Context: an optimization exercise on an open-source flow, tuned for small area. The choices shown serve that exercise and are no tape-out recipe.
No run shown here included a check of the RTL's function; only the layout flow was run.
No activity file was given, so power comes from the tool's default toggle rates.

**flow/config.mk**
```make
export PLATFORM = sky130hd
export DESIGN_NAME = cpu
export DESIGN_NICKNAME = cpu
export VERILOG_FILES = /design/flow/design.v
export SDC_FILE = /design/flow/constraint.sdc
export NUM_CORES = 4
export LEC_CHECK = 0
export CAP_MARGIN = 20
export CORE_MARGIN = 2
export CORE_UTILIZATION = 40
export SETUP_SLACK_MARGIN = 0.5
export SLEW_MARGIN = 20
export SYNTH_HIERARCHICAL = 1
export SYNTH_MINIMUM_KEEP_SIZE = 0
```
**flow/constraint.sdc**
```tcl
create_clock -name core_clock -period 11.0 [get_ports {CLK}]
set_input_delay 2.2000 -clock core_clock [delete_from_list [all_inputs] [get_ports {CLK}]]
set_output_delay 2.2000 -clock core_clock [all_outputs]
set_load 0.01 [all_outputs]
```
**flow/design.v**
```verilog
module cpu
    #(
        parameter OPTION_RESET_ADDR = 32'hbfc00000,
        parameter OPTION_TRAP_ADDR =  32'hbfc00180
    )
    (
        input               CLK,
        input               RESET_I,
        output      [31:0]  CADDR_O,
        output      [1:0]   CTRANS_O,
        input       [31:0]  CRDATA_I,
        input               CREADY_I,
        input       [1:0]   CRESP_I,
        output      [31:0]  DADDR_O,
        output      [1:0]   DTRANS_O,
        output      [2:0]   DSIZE_O,
        input       [31:0]  DRDATA_I,
        output      [31:0]  DWDATA_O,
        output              DWRITE_O,
        input               DREADY_I,
        input       [1:0]   DRESP_I,
        input       [4:0]   HWIRQ_I,
        input               STALL_I
    );
    localparam
        CSRB_MCOMPARE =  4'b0000, CSRB_MSTATUS =   4'b0001,
        CSRB_MCAUSE =    4'b0010, CSRB_MEPC =      4'b0011,
        CSRB_MCONFIG0 =  4'b0100, CSRB_MERROREPC = 4'b0101;
    localparam
        TYP_J = 4'b0000, TYP_B = 4'b0001, TYP_I = 4'b0010, TYP_M = 4'b0011,
        TYP_S = 4'b0100, TYP_R = 4'b0101, TYP_P = 4'b0110, TYP_T = 4'b0111,
        TYP_E = 4'b1000, TYP_IH =4'b1001, TYP_IU =4'b1010, TYP_BAD = 4'b1111;
    localparam
        P0_0   = 3'b000, P0_RS1 = 3'b001, P0_PC = 3'b010,
        P0_PCS = 3'b011, P0_IMM = 3'b100, P0_X  = 3'b000;
    localparam
        P1_0 =   2'b00,  P1_RS2 = 2'b01,  P1_CSR = 2'b10,
        P1_IMM = 2'b11,  P1_X =   2'b00;
    localparam
        OP_NOP =  5'b00000, OP_SLL =  5'b00100, OP_SRL =  5'b00110,
        OP_SRA =  5'b00111, OP_ADD =  5'b10000, OP_SUB =  5'b10001,
        OP_SLT =  5'b10101, OP_SLTU = 5'b10111, OP_OR =   5'b01000,
        OP_AND =  5'b01001, OP_XOR =  5'b01010, OP_NOR =  5'b01011;
    localparam
        WB_R = 2'b10, WB_N = 2'b00, WB_C = 2'b01;
    reg [16:0] s42r_csr_MCAUSE;
    reg [12:0] s42r_csr_MSTATUS;
    reg [31:0] s42r_csr_MEPC;
    reg [31:0] s42r_csr_MERROREPC;
    reg [31:0] s42r_csr_MCOMPARE;
    wire co_s1_bubble;
    wire co_s2_bubble;
    wire s2_st;
    reg  [31:0] s01r_pc;         
    wire [31:0] s01r_pc_seq = s01r_pc + 32'd4;
    wire [31:0] s0_pc_fetch;
    wire        s2_go_seq;
    wire [31:0] s2_pc_nonseq;
    assign s0_pc_fetch = s2_go_seq ? s01r_pc_seq : s2_pc_nonseq;
    assign CADDR_O = s0_pc_fetch;
    assign CTRANS_O = RESET_I ? 2'b00 : 2'b10;
    always @(posedge CLK)
        if (RESET_I)        s01r_pc <= OPTION_RESET_ADDR - 4;
        else if (~s2_st)    s01r_pc <= s0_pc_fetch;
    reg        s12r_mem_truncated;
    reg [31:0] s12r_irs;
    reg [31:0] s12r_ir;
    reg        s12r_en;
    reg [31:0] s12r_pc;
    wire [31:0] s1_ir = s12r_mem_truncated ? s12r_irs : CRDATA_I;
    always @(posedge CLK) begin
        s12r_irs <= CRDATA_I;
        s12r_mem_truncated <= ~RESET_I & s2_st;
        if (RESET_I | co_s1_bubble) s12r_ir <= 32'h0;
        else if (~s2_st)            s12r_ir <= s1_ir;
        if (RESET_I) begin
            s12r_en <= 1'b1;
            s12r_pc <= OPTION_RESET_ADDR;
        end
        else if (~s2_st) begin
            s12r_en <= ~co_s1_bubble;
            s12r_pc <= s01r_pc;
        end
    end
    wire s2_en = s12r_en & ~co_s2_bubble;
    reg [27:0] s2_m;
    reg [1:0]  s2_break_syscall;
    reg        s2_cop0_access;
    reg [2:0]  s2_bxx_cond_sel;
    reg        s2_load_en, s2_store_en;
    reg        s2_eret;
    reg [1:0]  s2_flow_sel;
    reg [3:0]  s2_type;
    reg [2:0]  s2_p0_sel;
    reg [1:0]  s2_p1_sel;
    reg        s2_wb_en, s2_wb_csr_en;
    reg [4:0]  s2_alu_op;
    always @(*) begin
        casez (s12r_ir)
        {6'b000100, 26'b?????_?????_????????????????}:        s2_m = {3'b000, 3'b000,  4'h0, 2'd3, TYP_B,   P0_X,   P1_X,   WB_N, OP_NOP};        
        {6'b000101, 26'b?????_?????_????????????????}:        s2_m = {3'b000, 3'b001,  4'h0, 2'd3, TYP_B,   P0_X,   P1_X,   WB_N, OP_NOP};        
        {6'b000110, 26'b?????_?????_????????????????}:        s2_m = {3'b000, 3'b010,  4'h0, 2'd3, TYP_B,   P0_X,   P1_X,   WB_N, OP_NOP};        
        {6'b000111, 26'b?????_?????_????????????????}:        s2_m = {3'b000, 3'b011,  4'h0, 2'd3, TYP_B,   P0_X,   P1_X,   WB_N, OP_NOP};        
        {11'b000001_?????, 5'b00000, 16'b????????????????}:         s2_m = {3'b000, 3'b100,  4'h0, 2'd3, TYP_B,   P0_X,   P1_X,   WB_N, OP_NOP};        
        {11'b000001_?????, 5'b00001, 16'b????????????????}:         s2_m = {3'b000, 3'b101,  4'h0, 2'd3, TYP_B,   P0_X,   P1_X,   WB_N, OP_NOP};        
        {11'b000001_?????, 5'b10000, 16'b????????????????}:         s2_m = {3'b000, 3'b100,  4'h0, 2'd3, TYP_B,   P0_PCS, P1_0,   WB_R, OP_ADD};      
        {11'b000001_?????, 5'b10001, 16'b????????????????}:         s2_m = {3'b000, 3'b101,  4'h0, 2'd3, TYP_B,   P0_PCS, P1_0,   WB_R, OP_ADD};      
        {6'b001111, 26'b00000_?????_????????????????}:        s2_m = {3'b000, 3'b0, 4'h0, 2'b0, TYP_IH,  P0_RS1, P1_IMM, WB_R, OP_OR};        
        {6'b001001, 26'b?????_?????_????????????????}:        s2_m = {3'b000, 3'b0, 4'h0, 2'b0, TYP_I,   P0_RS1, P1_IMM, WB_R, OP_ADD};        
        {6'b001000, 26'b?????_?????_????????????????}:        s2_m = {3'b000, 3'b0, 4'h0, 2'b0, TYP_I,   P0_RS1, P1_IMM, WB_R, OP_ADD};        
        {6'b000011, 26'b?????_?????_????????????????}:        s2_m = {3'b000, 3'b0, 4'h0, 2'd2, TYP_J,   P0_PCS, P1_0,   WB_R, OP_ADD};          
        {6'b000010, 26'b?????_?????_????????????????}:        s2_m = {3'b000, 3'b0, 4'h0, 2'd2, TYP_J,   P0_PCS, P1_0,   WB_N, OP_ADD};          
        {6'b100000, 26'b?????_?????_????????????????}:        s2_m = {3'b000, 3'b0, 4'h8, 2'b0, TYP_I,   P0_RS1, P1_IMM, WB_R, OP_NOP};              
        {6'b100100, 26'b?????_?????_????????????????}:        s2_m = {3'b000, 3'b0, 4'h8, 2'b0, TYP_I,   P0_RS1, P1_IMM, WB_R, OP_NOP};              
        {6'b100011, 26'b?????_?????_????????????????}:        s2_m = {3'b000, 3'b0, 4'h8, 2'b0, TYP_I,   P0_RS1, P1_IMM, WB_R, OP_NOP};              
        {6'b100001, 26'b?????_?????_????????????????}:        s2_m = {3'b000, 3'b0, 4'h8, 2'b0, TYP_I,   P0_RS1, P1_IMM, WB_R, OP_NOP};              
        {6'b100101, 26'b?????_?????_????????????????}:        s2_m = {3'b000, 3'b0, 4'h8, 2'b0, TYP_I,   P0_RS1, P1_IMM, WB_R, OP_NOP};              
        {6'b101000, 26'b?????_?????_????????????????}:        s2_m = {3'b000, 3'b0, 4'h4, 2'b0, TYP_I,   P0_RS1, P1_IMM, WB_N, OP_NOP};              
        {6'b101011, 26'b?????_?????_????????????????}:        s2_m = {3'b000, 3'b0, 4'h4, 2'b0, TYP_I,   P0_RS1, P1_IMM, WB_N, OP_NOP};              
        {6'b101001, 26'b?????_?????_????????????????}:        s2_m = {3'b000, 3'b0, 4'h4, 2'b0, TYP_I,   P0_RS1, P1_IMM, WB_N, OP_NOP};              
        {26'b000000_?????_???????????????, 6'b001000}:        s2_m = {3'b000, 3'b0, 4'h0, 2'b1, TYP_I,   P0_PCS, P1_0,   WB_N, OP_ADD};               
        {26'b000000_?????_???????????????, 6'b100000}:        s2_m = {3'b000, 3'b0, 4'h0, 2'b0, TYP_R,   P0_RS1, P1_RS2, WB_R, OP_ADD};        
        {26'b000000_?????_???????????????, 6'b100001}:        s2_m = {3'b000, 3'b0, 4'h0, 2'b0, TYP_R,   P0_RS1, P1_RS2, WB_R, OP_ADD};        
        {26'b000000_?????_???????????????, 6'b100010}:        s2_m = {3'b000, 3'b0, 4'h0, 2'b0, TYP_R,   P0_RS1, P1_RS2, WB_R, OP_SUB};        
        {26'b000000_?????_???????????????, 6'b100011}:        s2_m = {3'b000, 3'b0, 4'h0, 2'b0, TYP_R,   P0_RS1, P1_RS2, WB_R, OP_SUB};        
        {26'b000000_?????_???????????????, 6'b101010}:        s2_m = {3'b000, 3'b0, 4'h0, 2'b0, TYP_R,   P0_RS1, P1_RS2, WB_R, OP_SLT};        
        {26'b000000_?????_???????????????, 6'b101011}:        s2_m = {3'b000, 3'b0, 4'h0, 2'b0, TYP_R,   P0_RS1, P1_RS2, WB_R, OP_SLTU};       
        {6'b001010, 26'b?????_?????_????????????????}:        s2_m = {3'b000, 3'b0, 4'h0, 2'b0, TYP_I,   P0_RS1, P1_IMM, WB_R, OP_SLT};        
        {6'b001011, 26'b?????_?????_????????????????}:        s2_m = {3'b000, 3'b0, 4'h0, 2'b0, TYP_IU,  P0_RS1, P1_IMM, WB_R, OP_SLTU};      
        {26'b000000_?????_???????????????, 6'b100100}:        s2_m = {3'b000, 3'b0, 4'h0, 2'b0, TYP_R,   P0_RS1, P1_RS2, WB_R, OP_AND};        
        {26'b000000_?????_???????????????, 6'b100101}:        s2_m = {3'b000, 3'b0, 4'h0, 2'b0, TYP_R,   P0_RS1, P1_RS2, WB_R, OP_OR};         
        {26'b000000_?????_???????????????, 6'b100110}:        s2_m = {3'b000, 3'b0, 4'h0, 2'b0, TYP_R,   P0_RS1, P1_RS2, WB_R, OP_XOR};        
        {26'b000000_?????_???????????????, 6'b100111}:        s2_m = {3'b000, 3'b0, 4'h0, 2'b0, TYP_R,   P0_RS1, P1_RS2, WB_R, OP_NOR};        
        {6'b001100, 26'b?????_?????_????????????????}:        s2_m = {3'b000, 3'b0, 4'h0, 2'b0, TYP_IU,  P0_RS1, P1_IMM, WB_R, OP_AND};       
        {6'b001101, 26'b?????_?????_????????????????}:        s2_m = {3'b000, 3'b0, 4'h0, 2'b0, TYP_IU,  P0_RS1, P1_IMM, WB_R, OP_OR};        
        {6'b001110, 26'b?????_?????_????????????????}:        s2_m = {3'b000, 3'b0, 4'h0, 2'b0, TYP_IU,  P0_RS1, P1_IMM, WB_R, OP_XOR};       
        {26'b000000_00000_???????????????, 6'b000000}:        s2_m = {3'b000, 3'b0, 4'h0, 2'b0, TYP_S,   P0_IMM, P1_RS2, WB_R, OP_SLL};       
        {26'b000000_?????_???????????????, 6'b000100}:        s2_m = {3'b000, 3'b0, 4'h0, 2'b0, TYP_R,   P0_RS1, P1_RS2, WB_R, OP_SLL};        
        {26'b000000_00000_???????????????, 6'b000010}:        s2_m = {3'b000, 3'b0, 4'h0, 2'b0, TYP_S,   P0_IMM, P1_RS2, WB_R, OP_SRL};       
        {26'b000000_?????_???????????????, 6'b000110}:        s2_m = {3'b000, 3'b0, 4'h0, 2'b0, TYP_R,   P0_RS1, P1_RS2, WB_R, OP_SRL};        
        {26'b000000_00000_???????????????, 6'b000011}:        s2_m = {3'b000, 3'b0, 4'h0, 2'b0, TYP_S,   P0_IMM, P1_RS2, WB_R, OP_SRA};       
        {26'b000000_?????_???????????????, 6'b000111}:        s2_m = {3'b000, 3'b0, 4'h0, 2'b0, TYP_R,   P0_RS1, P1_RS2, WB_R, OP_SRA};        
        {6'b010000, 5'b00100, 21'b?????_?????_00000000_???}:         s2_m = {3'b001, 3'b0, 4'h0, 2'd0, TYP_I,   P0_0,   P1_RS2,      WB_C,    OP_OR}; 
        {6'b010000, 5'b00000, 21'b?????_?????_00000000_???}:         s2_m = {3'b001, 3'b0, 4'h0, 2'd0, TYP_I,   P0_0,   P1_CSR,      WB_R,    OP_OR}; 
        {26'b010000_1_0000000000000000000, 6'b011000}:        s2_m = {3'b0,      3'b0, 3'h0,1'b1, 2'd0, TYP_I, P0_0,   P1_X,   WB_N, OP_NOP};     
        {26'b000000_?????_???????????????, 6'b001100}:        s2_m = {3'b010,      3'b0, 3'h0,1'b0, 2'd0, TYP_I, P0_0,   P1_X,   WB_N, OP_NOP};   
        {26'b000000_?????_???????????????, 6'b001101}:        s2_m = {3'b100,      3'b0, 3'h0,1'b0, 2'd0, TYP_I, P0_0,   P1_X,   WB_N, OP_NOP};   
        default:                    s2_m = {3'b000, 3'b0, 4'h0, 2'b0, TYP_BAD, P0_X,   P1_X,   WB_N, OP_NOP};
        endcase
        s2_break_syscall                    = s2_m[27:26];
        s2_cop0_access                      = s2_m[25];
        s2_bxx_cond_sel                     = s2_m[24:22];
        {s2_load_en, s2_store_en}           = s2_m[21:20];
        {s2_eret,  s2_flow_sel, s2_type}    = s2_m[19:12];
        {s2_p0_sel, s2_p1_sel}              = s2_m[11:7];
        {s2_wb_en, s2_wb_csr_en, s2_alu_op} = s2_m[6:0];
    end
    wire s2_3reg = (s2_type==TYP_R) | (s2_type == TYP_P) | (s2_type == TYP_S);
    wire s2_link = (s2_p0_sel==P0_PCS) & s2_wb_en;
    wire [4:0] s2_rs1_index = s12r_ir[25:21];
    wire [4:0] s2_rs2_index = s12r_ir[20:16];
    wire [4:0] s2_rd_index = s2_link? 5'b11111 : s2_3reg? s12r_ir[15:11] : s12r_ir[20:16];
    wire [7:0] s2_csr_index = {s12r_ir[15:11], s12r_ir[2:0]};
    wire [31:0] s2_i_immediate = {{16{s12r_ir[15]}}, s12r_ir[15:0]};
    reg  [31:0] s2_immediate;
    always @(*) begin
        case (s2_type)
        TYP_S:      s2_immediate = {27'h0, s12r_ir[10:6]};
        TYP_IH:     s2_immediate = {s12r_ir[15:0], 16'h0};
        TYP_IU:     s2_immediate = {16'h0, s12r_ir[15:0]};
        default:    s2_immediate = s2_i_immediate;
        endcase
    end
    reg  [31:0] rf [1:31];
    wire        s4_we;
    wire [4:0]  s34r_rd_index_w;
    wire [31:0] s4_wb_data;
    genvar gi;
    generate
        for (gi = 1; gi < 32; gi = gi + 1) begin : g_rf
            always @(posedge CLK)
                if (s4_we & (s34r_rd_index_w == gi))
                    rf[gi] <= s4_wb_data;
        end
    endgenerate
    reg        s23r_wb_en, s23r_load_en, s34r_wb_en;
    reg        s23r_en, s34r_en;
    reg [4:0]  s23r_rd_index, s34r_rd_index;
    reg [31:0] s23r_alu_res;         
    reg [31:0] s34r_alu_res;         
    wire co_dhaz_rs1_s3 = s23r_wb_en & (s23r_rd_index==s2_rs1_index);
    wire co_dhaz_rs2_s3 = s23r_wb_en & (s23r_rd_index==s2_rs2_index);
    wire co_dhaz_rs1_s4 = s34r_wb_en & (s34r_rd_index==s2_rs1_index);
    wire co_dhaz_rs2_s4 = s34r_wb_en & (s34r_rd_index==s2_rs2_index);
    wire [32:0] s2_rs1_sel, s2_rs2_sel;
    generate
        for (gi = 1; gi < 32; gi = gi + 1) begin : g_sel
            assign s2_rs1_sel[gi-1] = ~co_dhaz_rs1_s3 & ~co_dhaz_rs1_s4 & (s2_rs1_index == gi);
            assign s2_rs2_sel[gi-1] = ~co_dhaz_rs2_s3 & ~co_dhaz_rs2_s4 & (s2_rs2_index == gi);
        end
    endgenerate
    assign s2_rs1_sel[31] = co_dhaz_rs1_s3;
    assign s2_rs1_sel[32] = ~co_dhaz_rs1_s3 & co_dhaz_rs1_s4;
    assign s2_rs2_sel[31] = co_dhaz_rs2_s3;
    assign s2_rs2_sel[32] = ~co_dhaz_rs2_s3 & co_dhaz_rs2_s4;
    wire [31:0] s2_rs1, s2_rs2;
    genvar bi;
    generate
        for (bi = 0; bi < 32; bi = bi + 1) begin : g_rd
            wire [32:0] col;
            for (gi = 1; gi < 32; gi = gi + 1) begin : g_c
                assign col[gi-1] = rf[gi][bi];
            end
            assign col[31] = s23r_alu_res[bi];
            assign col[32] = s34r_alu_res[bi];
            cpu_rdbit u_rs1 (.sel(s2_rs1_sel), .d(col), .q(s2_rs1[bi]));
            cpu_rdbit u_rs2 (.sel(s2_rs2_sel), .d(col), .q(s2_rs2[bi]));
        end
    endgenerate
    reg [3:0]  s2_csr_xindex;
    reg [31:0] s2_csr;
    always @(*) begin
        case (s2_csr_index)
        8'b01011_000:   s2_csr_xindex = CSRB_MCOMPARE;
        8'b01100_000:   s2_csr_xindex = CSRB_MSTATUS;
        8'b01101_000:   s2_csr_xindex = CSRB_MCAUSE;
        8'b01110_000:   s2_csr_xindex = CSRB_MEPC;
        8'b10000_000:   s2_csr_xindex = CSRB_MCONFIG0;
        8'b11110_000:   s2_csr_xindex = CSRB_MERROREPC;
        default:        s2_csr_xindex = 4'b1111;
        endcase
        case (s2_csr_index)
        8'b01011_000:   s2_csr = s42r_csr_MCOMPARE;
        8'b01100_000:   s2_csr = {9'h0,s42r_csr_MSTATUS[12],6'h0,s42r_csr_MSTATUS[11:4],3'h0,s42r_csr_MSTATUS[3:0]};
        8'b01101_000:   s2_csr = {s42r_csr_MCAUSE[16],1'b0,s42r_csr_MCAUSE[15:14],4'b0,s42r_csr_MCAUSE[13],7'b0,s42r_csr_MCAUSE[12:5],1'b0,s42r_csr_MCAUSE[4:0],2'b0};
        8'b01110_000:   s2_csr = s42r_csr_MEPC;
        8'b11110_000:   s2_csr = s42r_csr_MERROREPC;
        default:        s2_csr = 32'h00000000;
        endcase
    end
    reg s2_bxx_cond_val;
    wire s2_rs12_equal = (s2_rs1 == s2_rs2);
    wire s2_rs1_zero = ~(|s2_rs1);
    always @(*) begin
        case (s2_bxx_cond_sel)
        3'b000: s2_bxx_cond_val = s2_rs12_equal;
        3'b001: s2_bxx_cond_val = ~s2_rs12_equal;
        3'b010: s2_bxx_cond_val = s2_rs1[31] | s2_rs1_zero;
        3'b011: s2_bxx_cond_val = ~s2_rs1[31] & ~s2_rs1_zero;
        3'b100: s2_bxx_cond_val = s2_rs1[31];
        3'b101: s2_bxx_cond_val = ~s2_rs1[31] | s2_rs1_zero;
        default:s2_bxx_cond_val = s2_rs12_equal;
        endcase
    end
    wire       s2_ie = s42r_csr_MSTATUS[0] & ~(s42r_csr_MSTATUS[2] | s42r_csr_MSTATUS[1]);
    wire [7:0] s2_masked_irq = {1'b0, HWIRQ_I, s42r_csr_MCAUSE[6:5]} & s42r_csr_MSTATUS[11:4];
    wire       s2_irq_final = |(s2_masked_irq) & s2_ie;
    wire       s2_user_mode = {s42r_csr_MSTATUS[3],s42r_csr_MSTATUS[2],s42r_csr_MSTATUS[1]}==3'b100;
    wire       s2_trap_cop_unusable = s2_cop0_access & s2_user_mode;
    reg  [4:0] s2_excode;
    always @(*) begin
        casez ({s2_irq_final,s2_trap_cop_unusable,s2_break_syscall})
        4'b1???: s2_excode = 5'b00000;
        4'b01??: s2_excode = 5'b01011;
        4'b0010: s2_excode = 5'b01001;
        4'b0001: s2_excode = 5'b01000;
        default: s2_excode = 5'b00000;
        endcase
    end
    wire s2_trap = (|s2_break_syscall) | s2_trap_cop_unusable | s2_irq_final;
    wire s2_skip_seq_instr = s2_trap | s2_eret;
    wire [29:0] s2_pc_branch_hi = s12r_pc[31:2] + {{14{s12r_ir[15]}}, s12r_ir[15:0]} + 30'd1;
    wire [31:0] s2_pc_branch = {s2_pc_branch_hi, s12r_pc[1:0]};
    wire [31:0] s2_pc_trap_eret = s2_trap ? OPTION_TRAP_ADDR : s42r_csr_MEPC;
    wire [31:0] s2_pc_jump = {s01r_pc[31:28], s12r_ir[25:0], 2'b00};
    reg        go_seq;
    reg [31:0] pc_nonseq;
    always @(*) begin
        go_seq = 1'b0;
        casez ({(s2_trap|s2_eret),s2_bxx_cond_val,s2_flow_sel})
        4'b1???:    pc_nonseq = s2_pc_trap_eret;
        4'b0?01:    pc_nonseq = s2_rs1;
        4'b0?10:    pc_nonseq = s2_pc_jump;
        4'b0111:    pc_nonseq = s2_pc_branch;
        default:    begin
                    pc_nonseq = s2_pc_trap_eret;
                    go_seq = 1'b1;
                    end
        endcase
    end
    assign s2_go_seq = go_seq;
    assign s2_pc_nonseq = pc_nonseq;
    reg [31:0] s2_arg0, s2_arg1;
    always @(*) begin
        case (s2_p0_sel)
        P0_RS1:     s2_arg0 = s2_rs1;
        P0_PCS:     s2_arg0 = s01r_pc_seq;
        P0_IMM:     s2_arg0 = s2_immediate;
        default:    s2_arg0 = 32'h0;
        endcase
        case (s2_p1_sel)
        P1_IMM:     s2_arg1 = s2_immediate;
        P1_RS2:     s2_arg1 = s2_rs2;
        P1_CSR:     s2_arg1 = s2_csr;
        default:    s2_arg1 = 32'h0;
        endcase
    end
    wire        s2_sub = s2_alu_op[0];
    wire [32:0] s2_arg0_ext = {(s2_alu_op[1] ? 1'b0 : s2_arg0[31]), s2_arg0};
    wire [32:0] s2_arg1_ext = {(s2_alu_op[1] ? 1'b0 : s2_arg1[31]), s2_arg1};
    wire [32:0] s2_alu_addsub = s2_arg0_ext + (s2_arg1_ext ^ {33{s2_sub}}) + {32'h0, s2_sub};
    wire        s2_shl = (s2_alu_op[1:0] == 2'b00);
    wire        s2_sfill = s2_alu_op[0] & s2_arg1[31];
    reg  [31:0] s2_sh_in, s2_sh_out, s2_alu_shift;
    integer k;
    always @(*) begin
        for (k = 0; k < 32; k = k + 1)
            s2_sh_in[k] = s2_shl ? s2_arg1[31-k] : s2_arg1[k];
        s2_sh_out = $signed({s2_sfill, s2_sh_in}) >>> s2_arg0[4:0];
        for (k = 0; k < 32; k = k + 1)
            s2_alu_shift[k] = s2_shl ? s2_sh_out[31-k] : s2_sh_out[k];
    end
    reg [31:0] s2_alu_arith, s2_alu_logic, s2_alu_res;
    always @(*) begin
        case (s2_alu_op[2:1])
        2'b10,
        2'b11:      s2_alu_arith = {31'h0, s2_alu_addsub[32]};
        default:    s2_alu_arith = s2_alu_addsub[31:0];
        endcase
        case (s2_alu_op[1:0])
        2'b00:      s2_alu_logic = s2_arg0 | s2_arg1;
        2'b01:      s2_alu_logic = s2_arg0 & s2_arg1;
        2'b10:      s2_alu_logic = s2_arg0 ^ s2_arg1;
        default:    s2_alu_logic = ~(s2_arg0 | s2_arg1);
        endcase
        s2_alu_res = s2_alu_op[4] ? s2_alu_arith :
                     s2_alu_op[3] ? s2_alu_logic : s2_alu_shift;
    end
    wire [1:0] s2_mem_size = (s12r_ir[27:26] == 2'b00) ? 2'b00 :
                             (s12r_ir[27:26] == 2'b01) ? 2'b01 : 2'b10;
    reg [31:0] s2_mem_wdata;
    always @(*) begin
        case (s2_mem_size)
        2'b00:      s2_mem_wdata = {4{s2_rs2[ 7: 0]}};
        2'b01:      s2_mem_wdata = {2{s2_rs2[15: 0]}};
        default:    s2_mem_wdata = s2_rs2;
        endcase
    end
    reg [31:0] s23r_mem_addr;
    reg [1:0]  s23r_mem_trans;
    reg [1:0]  s23r_mem_size;
    reg        s23r_store_en;
    reg        s23r_load_exz;
    reg [3:0]  s23r_csr_xindex;
    reg        s23r_wb_csr_en;
    reg        s23r_trap;
    reg        s23r_eret;
    reg [31:0] s23r_epc;
    reg [4:0]  s23r_excode;
    always @(posedge CLK) begin
        if (RESET_I)        s23r_en <= 1'b0;
        else if (~s2_st)    s23r_en <= s2_en;
        if (RESET_I | ~s2_en) begin
            s23r_wb_en <= 1'b0;
            s23r_store_en <= 1'b0;
            s23r_load_en <= 1'b0;
            s23r_mem_trans <= 2'b00;
            s23r_wb_csr_en <= 1'b0;
            s23r_trap <= 1'b0;
            s23r_eret <= 1'b0;
        end
        else if (~s2_st) begin
            s23r_wb_en <= s2_wb_en & ~s2_trap;
            s23r_store_en <= s2_store_en;
            s23r_load_en <= s2_load_en & ~s2_trap;
            s23r_mem_trans <= (s2_load_en | s2_store_en)? 2'b10 : 2'b00;
            s23r_wb_csr_en <= s2_wb_csr_en & ~s2_trap;
            s23r_trap <= s2_trap;
            s23r_eret <= s2_eret;
        end
        if (~s2_st & ~s23r_trap)
            s23r_epc <= s12r_pc;
        if (~s2_st) begin
            s23r_rd_index <= s2_rd_index;
            s23r_alu_res <= s2_store_en ? s2_mem_wdata : s2_alu_res;
            s23r_mem_addr <= s2_alu_addsub[31:0];
            s23r_mem_size <= s2_mem_size;
            s23r_load_exz <= s12r_ir[28];
            s23r_csr_xindex <= s2_csr_xindex;
            s23r_excode <= s2_excode;
        end
    end
    assign DADDR_O = s23r_mem_addr;
    assign DTRANS_O = s23r_mem_trans;
    assign DSIZE_O = {1'b0, s23r_mem_size};
    assign DWRITE_O = s23r_store_en;
    reg [31:0] s3_load_data;
    always @(*) begin
        case ({s23r_mem_size, s23r_mem_addr[1:0]})
        4'b0011: s3_load_data = DRDATA_I[7:0];
        4'b0010: s3_load_data = DRDATA_I[15:8];
        4'b0001: s3_load_data = DRDATA_I[23:16];
        4'b0000: s3_load_data = DRDATA_I[31:24];
        4'b0110: s3_load_data = DRDATA_I[15:0];
        4'b0100: s3_load_data = DRDATA_I[31:16];
        default: s3_load_data = DRDATA_I;
        endcase
        if (~s23r_load_exz) begin
            case (s23r_mem_size)
            2'b00: s3_load_data[31:8] = {24{s3_load_data[7]}};
            2'b01: s3_load_data[31:16] = {16{s3_load_data[15]}};
            endcase
        end
    end
    reg        s34r_wb_csr_en;
    reg [3:0]  s34r_csr_xindex;
    reg        s34r_trap;
    reg        s34r_eret;
    reg [4:0]  s34r_excode;
    always @(posedge CLK) begin
        if (RESET_I) s34r_en <= 1'b0;
        else         s34r_en <= s23r_en;
        if (RESET_I) begin
            s34r_wb_en <= 1'b0;
            s34r_trap <= 1'b0;
            s34r_eret <= 1'b0;
        end
        else begin
            s34r_wb_en <= s23r_wb_en;
            s34r_trap <= s23r_trap;
            s34r_eret <= s23r_eret;
        end
        if (RESET_I) s34r_wb_csr_en <= 1'b0;
        else         s34r_wb_csr_en <= s23r_wb_csr_en;
        if (RESET_I) s34r_alu_res <= 32'h0;
        else         s34r_alu_res <= s23r_load_en ? s3_load_data : s23r_alu_res;
        s34r_rd_index <= s23r_rd_index;
        s34r_csr_xindex <= s23r_csr_xindex;
        s34r_excode <= s23r_excode;
    end
    assign DWDATA_O = s34r_alu_res;
    assign s4_wb_data = s34r_alu_res;
    assign s4_we = s34r_wb_en;
    assign s34r_rd_index_w = s34r_rd_index;
    reg [12:0] s4_status_trap;
    always @(*) begin
        s4_status_trap = s42r_csr_MSTATUS;
        casez ({s34r_trap, s34r_eret})
        2'b1?: s4_status_trap[1] = 1'b1;
        2'b01: begin
            if (s42r_csr_MSTATUS[2]) s4_status_trap[2] = 1'b0;
            else             s4_status_trap[1] = 1'b0;
        end
        default:;
        endcase
    end
    wire [16:0] s4_cause_trap = {1'b0,2'b00,1'b0, s2_masked_irq, s34r_excode};
    wire s4_trap = s34r_trap;
    wire s4_csr_wr = s34r_wb_csr_en;
    always @(posedge CLK) begin
        if (RESET_I) begin
            s42r_csr_MCAUSE <= 17'h0;
            s42r_csr_MEPC <= 32'h0;
            s42r_csr_MERROREPC <= 32'h0;
            s42r_csr_MSTATUS <= 13'h1004;
            s42r_csr_MCOMPARE <= 32'h0;
        end
        else begin
            if (s4_trap)
                s42r_csr_MCAUSE <= s4_cause_trap;
            else if (s4_csr_wr & (s34r_csr_xindex==CSRB_MCAUSE))
                s42r_csr_MCAUSE <= {s34r_alu_res[31],s34r_alu_res[29:28],s34r_alu_res[23],s34r_alu_res[15:8],s34r_alu_res[6:2]};
            if (s4_trap)
                s42r_csr_MEPC <= s23r_epc;
            else if (s4_csr_wr & (s34r_csr_xindex==CSRB_MEPC))
                s42r_csr_MEPC <= s34r_alu_res;
            if (s4_trap)
                s42r_csr_MERROREPC <= s23r_epc;
            else if (s4_csr_wr & (s34r_csr_xindex==CSRB_MERROREPC))
                s42r_csr_MERROREPC <= s34r_alu_res;
            if (s34r_trap | s34r_eret)
                s42r_csr_MSTATUS <= s4_status_trap;
            else if (s4_csr_wr & (s34r_csr_xindex==CSRB_MSTATUS))
                s42r_csr_MSTATUS <= {s34r_alu_res[22],s34r_alu_res[15:8],s34r_alu_res[4],s34r_alu_res[2],s34r_alu_res[1],s34r_alu_res[0]};
            if (s4_csr_wr & (s34r_csr_xindex==CSRB_MCOMPARE))
                s42r_csr_MCOMPARE <= s34r_alu_res;
        end
    end
    wire co_dhaz_rs1_ld = s23r_load_en & (s23r_rd_index==s2_rs1_index);
    wire co_dhaz_rs2_ld = s23r_load_en & (s23r_rd_index==s2_rs2_index);
    wire co_s2_stall_load = co_dhaz_rs1_ld | co_dhaz_rs2_ld;
    wire co_s2_stall_trap = s23r_trap & s34r_en;
    wire co_s012_stall_eret = s23r_eret & s34r_en;
    assign co_s2_bubble = co_s2_stall_load | co_s2_stall_trap | co_s012_stall_eret;
    assign co_s1_bubble = co_s2_stall_trap | co_s012_stall_eret | s2_skip_seq_instr;
    assign s2_st = co_s012_stall_eret | co_s2_stall_load | co_s2_stall_trap;
endmodule
module cpu_rdbit(input [32:0] sel, input [32:0] d, output q);
    wire [10:0] t;
    genvar k;
    generate
        for (k = 0; k < 11; k = k + 1) begin : g_t
            cpu_aoi222 u (.a0(sel[3*k]), .b0(d[3*k]), .a1(sel[3*k+1]), .b1(d[3*k+1]),
                          .a2(sel[3*k+2]), .b2(d[3*k+2]), .y(t[k]));
        end
    endgenerate
    wire n0, n1, n2;
    cpu_nand4 u_n0 (.a(t[0]), .b(t[1]), .c(t[2]), .d(t[3]), .y(n0));
    cpu_nand4 u_n1 (.a(t[4]), .b(t[5]), .c(t[6]), .d(t[7]), .y(n1));
    cpu_nand3 u_n2 (.a(t[8]), .b(t[9]), .c(t[10]), .y(n2));
    cpu_or3   u_o  (.a(n0), .b(n1), .c(n2), .y(q));
endmodule
module cpu_aoi222(input a0, input b0, input a1, input b1, input a2, input b2, output y);
    assign y = ~((a0 & b0) | (a1 & b1) | (a2 & b2));
endmodule
module cpu_nand4(input a, input b, input c, input d, output y);
    assign y = ~(a & b & c & d);
endmodule
module cpu_nand3(input a, input b, input c, output y);
    assign y = ~(a & b & c);
endmodule
module cpu_or3(input a, input b, input c, output y);
    assign y = a | b | c;
endmodule
```
**flow/flow/run.sh**
```bash
#!/bin/bash
# Standard ORFS layout, with clock tree synthesis that inserts no dummy loads
# and smaller port buffers. Each tool's output is in orfs/logs/; make's own
# output is in make.log.
set -euo pipefail
export CTS_ARGS="-sink_clustering_enable -repair_clock_nets -dont_use_dummy_load"
export BUFFER_PORTS_ARGS="-buffer_cell sky130_fd_sc_hd__buf_2"
bash standard.sh > make.log 2>&1
```
**flow/standard.sh**
```bash
#!/bin/bash
# synth_recipe.tcl (not shown) runs the flow's synth.tcl, then flattens the netlist and writes it again
# the make line also repeats each setting of config.mk as NAME=value (left out here)
make -C /OpenROAD-flow-scripts/flow DESIGN_CONFIG=/design/flow/config.mk WORK_HOME=/design/flow/orfs CLKGATE_MAP_FILE= SYNTH_SCRIPT=/design/flow/synth_recipe.tcl "${@:-finish}"
```
==> impl_metrics.json, run 1 <==
{
  "status": "timing/DRC/antenna clean",
  "start_util_pct": 40.2,
  "top_layer": "met5",
  "worst_slew_pin_slew_ns": 1.28,
  "largest_reg_flops": 992,
  "grt_pass1_wl_mm": 422,
  "stdcell_count": 8370,
  "numCtsBuffers": 153,
  "grtUsageTotal_pct": 33.7,
  "hold_violations": 0,
  "ys.flop_type": "edfxtp_1",
  "holdCritStartpoint": "s23r_excode[1]",
  "nFillCells": 15700,
  "clockBufferDepth": 3,
  "cp.required_ns": 8.80,
  "rsz0062_at_grt": "false",
  "synth_area_leaders": "edfxtp_1 (48%), a222oi_1 (10%), dfxtp_1 (9.1%)",
  "worst_r2r_path_depth": 30,
  "synth_top_cell_by_area": "edfxtp_1",
  "port_buffers": 171,
  "max_stage_delay_ns": 0.77,
  "overflow": 0,
  "fin_nets": 6260,
  "powerDensity_nw_per_um2": 185,
  "cp_slowest_cell": "or4_1",
  "ios": 182,
  "syn_area_um2": 68900,
  "min_path_cells": 0,
  "synth_top_area_share_pct": 48.0,
  "period_needed_ns": 10.33,
  "core_area_um2": 171000,
  "seq_area_frac_synth_pct": 57.1,
  "synth_cell_types": 105,
  "antenna_found_initial": 18,
  "fmax_mhz": 96.8,
  "dpl.cell_count": 8204,
  "slew_violations": 0,
  "drt_first_pass_iters": 15,
  "start_kind": "flip-flop",
  "die-area_um2": 176000,
  "drc": 0,
  "first_iter_violations": 12500,
  "finalSetupViolations": 0,
  "ant_nets": 0,
  "grt_max_degree": 84,
  "p_leak_nw": 26.4,
  "reg2reg_to": "s23r_alu_res[0]",
  "finalCritPeriodShare_pct": 93.9,
  "cts.sinks": 1416,
  "place_congestion": 1.05,
  "die_h_um": 419,
  "syn_inst": 5786,
  "wl_per_cell_um": 36.5,
  "ys_top_cells_by_count": "edfxtp_1 (1103), a222oi_1 (716), nand2_1 (442), nor2_1 (436), dfxtp_1 (313)",
  "synthArstFlopShare_pct": 0,
  "area_growth_pct": 13.0,
  "post-synth-top-count-cell": "edfxtp_1",
  "h-tree-depth": 4,
  "grt_pass1_vias": 55800,
  "crit_type": "flip-flop to output pin",
  "routed_wirelength_mm": 305,
  "rr_startpoint": "s12r_ir[18]",
  "via_count": 59600,
  "crit_top_cell": "buf_4",
  "crit_arrival_ns": 8.13,
  "hold_buffers": 0,
  "ys_ff_latch": 1416,
  "multi_input_area_um2": 28500,
  "clk_latency_ns": 0.84,
  "crit_path_max_fanout": 18,
  "yosys_warnings": 8,
  "relSlewSlack_pct": 14.1,
  "vias_per_cell": 7.12,
  "top_register": "rf",
  "met2_length_mm": 134,
  "postSynthAreaPerCell_um2": 11.9,
  "irDropWorstVdd_mv": 0.160,
  "dr_wl_met3_mm": 40.2,
  "crit_path_end_kind": "output pin",
  "maxCapViolations": 0,
  "clock-root-buffer": "clkbuf_16",
  "fin_worst_skew_ns": 0.125,
  "drt-met1-wl_mm": 107,
  "dp_hpwl_mm": 203,
  "clk_pin_slew_ns": 0.06,
  "die_w_um": 419,
  "path_cells": "xor2_1 > nor3_1 > and2_1 > buf_4 > or4_1 > nor2_4 > buf_4 > a222oi_1 > nand4_1 > or3_1 > xnor2_1 > nand4_1 > nor4_1 > a22oi_1 > nor2_1 > xnor2_1 > nor4b_2 > nor3_1 > buf_4 > a221oi_1 > o22ai_1 > a21o_1 > buf_2",
  "r2r_slack_ns": 2.32,
  "row_count": 152,
  "drive_gt1_share_pct": 13.8,
  "hold_class": "flip-flop to flip-flop",
  "synth_edf_count": 1103,
  "tns_ns": 0,
  "seq_area_um2": 39400,
  "hold_path_end": "s34r_excode[1]",
  "cts_tree": "done",
  "path_buf_inv": 4,
  "critPathTopFamily": "simple AND/OR/NAND/NOR gates"
}
## per-layer routing
layer | vias to the layer above | track usage [%]
met5 | - | 0
met3 | 986 | 10.0
li1 | 24700 | -
met4 | 16 | 22.4
met2 | 4517 | 51.5
met1 | 29500 | 41.2
## metrics by stage
stage	cell area [µm²]	setup slack [ns]	hold WS, ns	total power [mW]	utilization (%)
after floorplan	69000	2.24	0.323	8.32	-
after CTS	77800	0.571	0.323	14.2	45.4
after global placement	73900	1.46	0.325	9.88	43.2
after global routing	77900	0.521	0.321	14.7	45.5
final	77900	0.671	0.317	14.4	45.5
after detailed placement	74000	1.42	0.327	9.93	43.2
## cell families (layout without fill, tap and decap cells)
group	Yosys count	count (layout)	synth area share [%]
compound gates	1857	1857	21.7
simple gates	1598	1598	11.1
flops	1416	1416	57.1
buf+inv	423	687	2.59
mux	194	194	2.93
xor+xnor	169	169	2.15
fa+ha+maj	128	128	2.34
other cells	1	11	0.00544
## Yosys stat by module (local to each module, per instance), a selection
module / flip-flops and latches / cells / area [µm²] / copies in the design
cpu: 1416 / 4826 / 60400 / 1
cpu_aoi222: 0 / 1 / 10.0 / 704
cpu_nand3: 0 / 1 / 5.00 / 64
cpu_or3: 0 / 1 / 6.26 / 64
cpu_nand4: 0 / 1 / 6.26 / 128
## layout by cell type (no fill, tap or decap), types with 48 or more instances in the layout
| cell | n |
|---|---|
| edfxtp_1 | 1103 |
| a222oi_1 | 716 |
| nand2_1 | 440 |
| nor2_1 | 355 |
| dfxtp_1 | 284 |
| a21oi_1 | 266 |
| buf_4 | 252 |
| o21ai_0 | 171 |
| buf_2 | 171 |
| nand4_1 | 162 |
| mux2i_1 | 156 |
| clkbuf_16 | 153 |
| a211oi_1 | 149 |
| nand3_1 | 128 |
| ha_1 | 126 |
| xnor2_1 | 120 |
| inv_1 | 100 |
| or3_1 | 78 |
| nor3_1 | 74 |
| o211ai_1 | 65 |
| a22oi_1 | 63 |
| nor2_4 | 56 |
| xor2_1 | 49 |
| a221oi_1 | 48 |
## final cells by class
type / count / share of cell area [%]
Multi-Input combinational cell: 3949 / 36.6
Timing Repair Buffer: 428 / 3.65
Tap cell: 2310 / 3.71
Antenna cell: 8 / 0.0257
Inverter: 106 / 0.520
Sequential cell: 1416 / 50.6
Clock buffer: 153 / 4.91
## how the worst max path moves through the flow
stage / to / start / depth (start not counted) / slack, ns
finish: CADDR_O[25] / s12r_ir[18] / 23 / 0.67
global route: CADDR_O[4] / s12r_ir[25] / 24 / 0.52
CTS: CADDR_O[4] / s12r_ir[20] / 25 / 0.57
detailed placement: CADDR_O[4] / s12r_ir[20] / 25 / 1.42
global placement: CADDR_O[4] / s12r_ir[20] / 25 / 1.46
floorplan: CADDR_O[4] / s12r_ir[20] / 23 / 2.24
## what timing repair did
action	CTS	global route
hold endpoints to repair	0	0
setup buffers	0	2
setup endpoints to repair	0	30
gates resized for setup	0	12
## worst reg2reg max path: cells and delay by family, from the launching register on
| kind | cells | cell delay, ns |
|---|---|---|
| fa+ha+maj | 1 | 0.26 |
| buf+inv | 4 | 0.96 |
| simple gates | 8 | 2.48 |
| xor+xnor | 3 | 0.50 |
| compound gates | 14 | 3.54 |
| flops | 1 | 0.69 |
## report_power, final
part | switching [mW] | internal, mW
Sequential | 0.294 | 6.28
Clock | 1.96 | 2.43
Combinational | 2.50 | 0.952
==> run 2, diff against run 1 <==
==> flow/run.sh (new file) <==
#!/bin/bash
# synth_recipe.tcl (not shown) runs the flow's synth.tcl, then flattens the netlist and writes it again
# the make line also repeats each setting of config.mk as NAME=value (left out here)
make -C /OpenROAD-flow-scripts/flow DESIGN_CONFIG=/design/flow/config.mk WORK_HOME=/design/flow/orfs CLKGATE_MAP_FILE= SYNTH_SCRIPT=/design/flow/synth_recipe.tcl finish
removed: flow/flow/run.sh
removed: flow/standard.sh
==> run 2 against run 1 <==
Core utilization grew 1.4 points. Routed wire length increased by 1.7%. Power increased by 5.5%. Critical path type unchanged. Die area unchanged. Worst setup slack got worse by 0.052 ns. Still clean on timing, DRC and antenna. Maximum frequency fell by 0.50%. Sequential power is 1% higher. Clock-buffer cell count rose by 53.
==> impl_metrics.json, run 2 <==
{
  "area_growth_pct": 16.4,
  "slew_violations": 0,
  "drt_first_pass_iters": 13,
  "worst_slew_pin_slew_ns": 1.28,
  "synth_top_area_share_pct": 48.0,
  "core_area_um2": 171000,
  "drc": 0,
  "synth_area_leaders": "edfxtp_1 (48%), a222oi_1 (10%), dfxtp_1 (9.1%)",
  "irDropWorstVdd_mv": 0.181,
  "place_area_um2": 74800,
  "clk_latency_ns": 0.85,
  "final_common_cell": "edfxtp_1",
  "synth_edf_count": 1103,
  "met2_length_mm": 134,
  "hold_class": "flip-flop to flip-flop",
  "crit_type": "flip-flop to output pin",
  "wl_per_cell_um": 36.5,
  "crit_arrival_ns": 8.18,
  "largest_reg_flops": 992,
  "post-synth-top-count-cell": "edfxtp_1",
  "dp_hpwl_mm": 205,
  "port_buffers": 171,
  "syn_area_um2": 68900,
  "fmax_mhz": 96.3,
  "synthArstFlopShare_pct": 0,
  "final.setup.worst_slack_ns": 0.619,
  "rr_startpoint": "s12r_ir[18]",
  "drive_gt1_share_pct": 12.9,
  "pre_cts_ws_ns": 0.927,
  "die_h_um": 419,
  "period_needed_ns": 10.38,
  "grt_pass1_wl_mm": 425,
  "fin_nets": 6279,
  "hold_violations": 0,
  "cts.sinks": 1416,
  "cp_slowest_cell": "or4_4",
  "cts_tree": "done",
  "cp.required_ns": 8.80,
  "ys_top_cells_by_count": "edfxtp_1 (1103), a222oi_1 (716), nand2_1 (442), nor2_1 (436), dfxtp_1 (313)",
  "vias_per_cell": 7.05,
  "path_buf_inv": 5,
  "worst_r2r_path_depth": 28,
  "p_leak_nw": 26.9,
  "seq_area_frac_synth_pct": 57.1,
  "ant_nets": 0,
  "finalSetupViolations": 0,
  "stdcell_count": 8517,
  "clockBufferDepth": 3,
  "dpl.cell_count": 8193,
  "nFillCells": 15500,
  "crit_top_cell": "buf_4",
  "tns_ns": 0,
  "syn_inst": 5786,
  "ys_ff_latch": 1416,
  "clock-root-buffer": "clkbuf_16",
  "via_count": 60100,
  "totalPowerFinal_mw": 15.2,
  "grt_max_degree": 83,
  "critPathTopFamily": "simple AND/OR/NAND/NOR gates",
  "reg2reg_to": "s23r_alu_res[17]",
  "h-tree-depth": 4,
  "ios": 182,
  "hold_buffers": 0,
  "start_kind": "flip-flop",
  "status": "timing/DRC/antenna clean",
  "maxCapViolations": 0,
  "fin_area_um2": 80300,
  "overflow": 0,
  "yosys_warnings": 8,
  "ys.flop_type": "edfxtp_1",
  "finalCritPeriodShare_pct": 94.4,
  "postSynthAreaPerCell_um2": 11.9,
  "synth_top_cell_by_area": "edfxtp_1",
  "rsz0062_at_grt": "false",
  "holdCritStartpoint": "s23r_csr_xindex[3]",
  "crit_path_end_kind": "output pin",
  "fin_worst_skew_ns": 0.0498,
  "antenna_found_initial": 22,
  "routed_wirelength_mm": 311,
  "start_util_pct": 40.2,
  "max_stage_delay_ns": 0.62,
  "numCtsBuffers": 154,
  "first_iter_violations": 12400,
  "clk_pin_slew_ns": 0.06,
  "powerDensity_nw_per_um2": 189,
  "drt-met1-wl_mm": 110,
  "die-area_um2": 176000,
  "grt_pass1_vias": 55600,
  "die_w_um": 419,
  "top_register": "rf",
  "min_path_cells": 0,
  "relSlewSlack_pct": 14.1,
  "top_layer": "met5",
  "row_count": 152,
  "hold_path_end": "s34r_csr_xindex[3]",
  "crit_path_max_fanout": 18,
  "r2r_slack_ns": 2.65,
  "place_congestion": 1.05,
  "dr_wl_met3_mm": 41.2,
  "synth_cell_types": 105,
  "final_cell_mix": "edfxtp_1 (1103), a222oi_1 (716), nand2_1 (438)",
  "grtUsageTotal_pct": 34.1
}
==> run 2: cell types whose count changed in the layout (fill, tap and decap cells not counted), sizes merged <==
cell           delta
inv               +6
bufinv            +2
clkinvlp          +3
clkbuf           +52
nor2              +1
buf             -152
clkdlybuf4s50   +170
clkinv           +63
diode             +2
==> run 2: power breakdown <==
part	internal, mW	leakage, nW	switching, mW
Sequential	6.28	12.9	0.358
Combinational	1.11	11.7	2.45
Clock	2.78	2.36	2.22
==> run 2: worst max path at each step <==
stage                              to  cells after the start        start  slack (ns)
after global placement    CADDR_O[25]                     24  s12r_ir[21]        0.96
final                     CADDR_O[20]                     25  s12r_ir[18]        0.62
after global routing      CADDR_O[28]                     27  s12r_ir[19]        0.49
after CTS                 CADDR_O[24]                     24  s12r_ir[25]        0.41
after floorplan            CADDR_O[4]                     23  s12r_ir[20]        2.24
after detailed placement   CADDR_O[5]                     22  s12r_ir[23]        0.93
==> run 2: worst register-to-register path, delay by kind of cell (launching register included) <==
family,cells,cell delay (ns)
and+or+nand+nor,9,2.94
AOI/OAI and AO/OA,11,2.72
buffers and inverters,4,1.03
xor gates and xnor gates,3,0.93
DFF,1,0.31
adders and majority gates,1,0.25
==> run 2: logic make-up after synthesis <==
logic type	synth area share [%]
DFF	57.1
buffers and inverters	2.59
other	0.00544
muxes	2.93
xor gates and xnor gates	2.15
adders and majority gates	2.34
and+or+nand+nor	11.1
AOI/OAI and AO/OA	21.7
==> run 2: layout make-up <==
cell class	instances	area (µm²)	share of cell area, %
flip-flops and latches	1416	39400	49.1
well taps	2310	2890	3.60
repair buffers	445	3930	4.90
diodes	10	25.0	0.0312
inverters	106	405	0.505
clock inverters	74	579	0.722
clock buffers	206	4240	5.29
multi-input cells	3950	28800	35.8
==> run 2: metrics by stage <==
| stage | hold slack [ns] | util (%) |
|---|---|---|
| finish | 0.335 | 46.8 |
| global route | 0.341 | 46.8 |
| CTS | 0.341 | 46.5 |
| detailed placement | 0.329 | 43.6 |
| global placement | 0.327 | 43.6 |
| floorplan | 0.323 | - |
==> run 2: routing by layer <==
| metal | vias to the layer above | GRT usage [%] |
|---|---|---|
| li1 | 24800 | - |
| met2 | 4697 | 51.4 |
| met4 | 16 | 22.7 |
| met1 | 29500 | 42.8 |
| met3 | 971 | 9.53 |
| met5 | - | 0 |
==> run 2: per-module statistics from Yosys (local to each module, per instance), a selection <==
module / times used / cell area [µm²] / flops+latches / cells inside
cpu_or3: 64 / 6.26 / 0 / 1
cpu_aoi222: 704 / 10.0 / 0 / 1
cpu_nand4: 128 / 6.26 / 0 / 1
cpu: 1 / 60400 / 1416 / 4826
cpu_nand3: 64 / 5.00 / 0 / 1
==> run 2: what timing repair did <==
item	in CTS	in global routing
gates resized for setup	13	63
endpoints found under the setup margin	32	32
pin swaps	5	37
buffers inserted	12	19
cloned	0	2

## what the ideal ports hide
The flow's constraints put no driver on any port. The routed layouts listed below were extracted and timed again, unchanged, in two steps. Step 1 assumes that a clkbuf_16 drives the clock port and a buf_2 every other input. Step 2 adds t to the input delays and takes it off the output delays; t is the mean of the earliest and latest rising clock arrival at the registers after step 1. Input paths then give back, and output paths get back, about the clock's delay inside the block. a / b / c = ideal ports / drivers / drivers and shift; a / b = the first two.
| run | t, ns | setup slack, ns | pins driven straight from the clock port |
|---|---|---|---|
| run 1 | 0.871 | 0.671 / 0.580 / 1.451 | 1 |
| run 2 | 0.906 | 0.619 / 0.534 / 1.440 | 1 |
After both steps setup and hold are still met in every run listed.
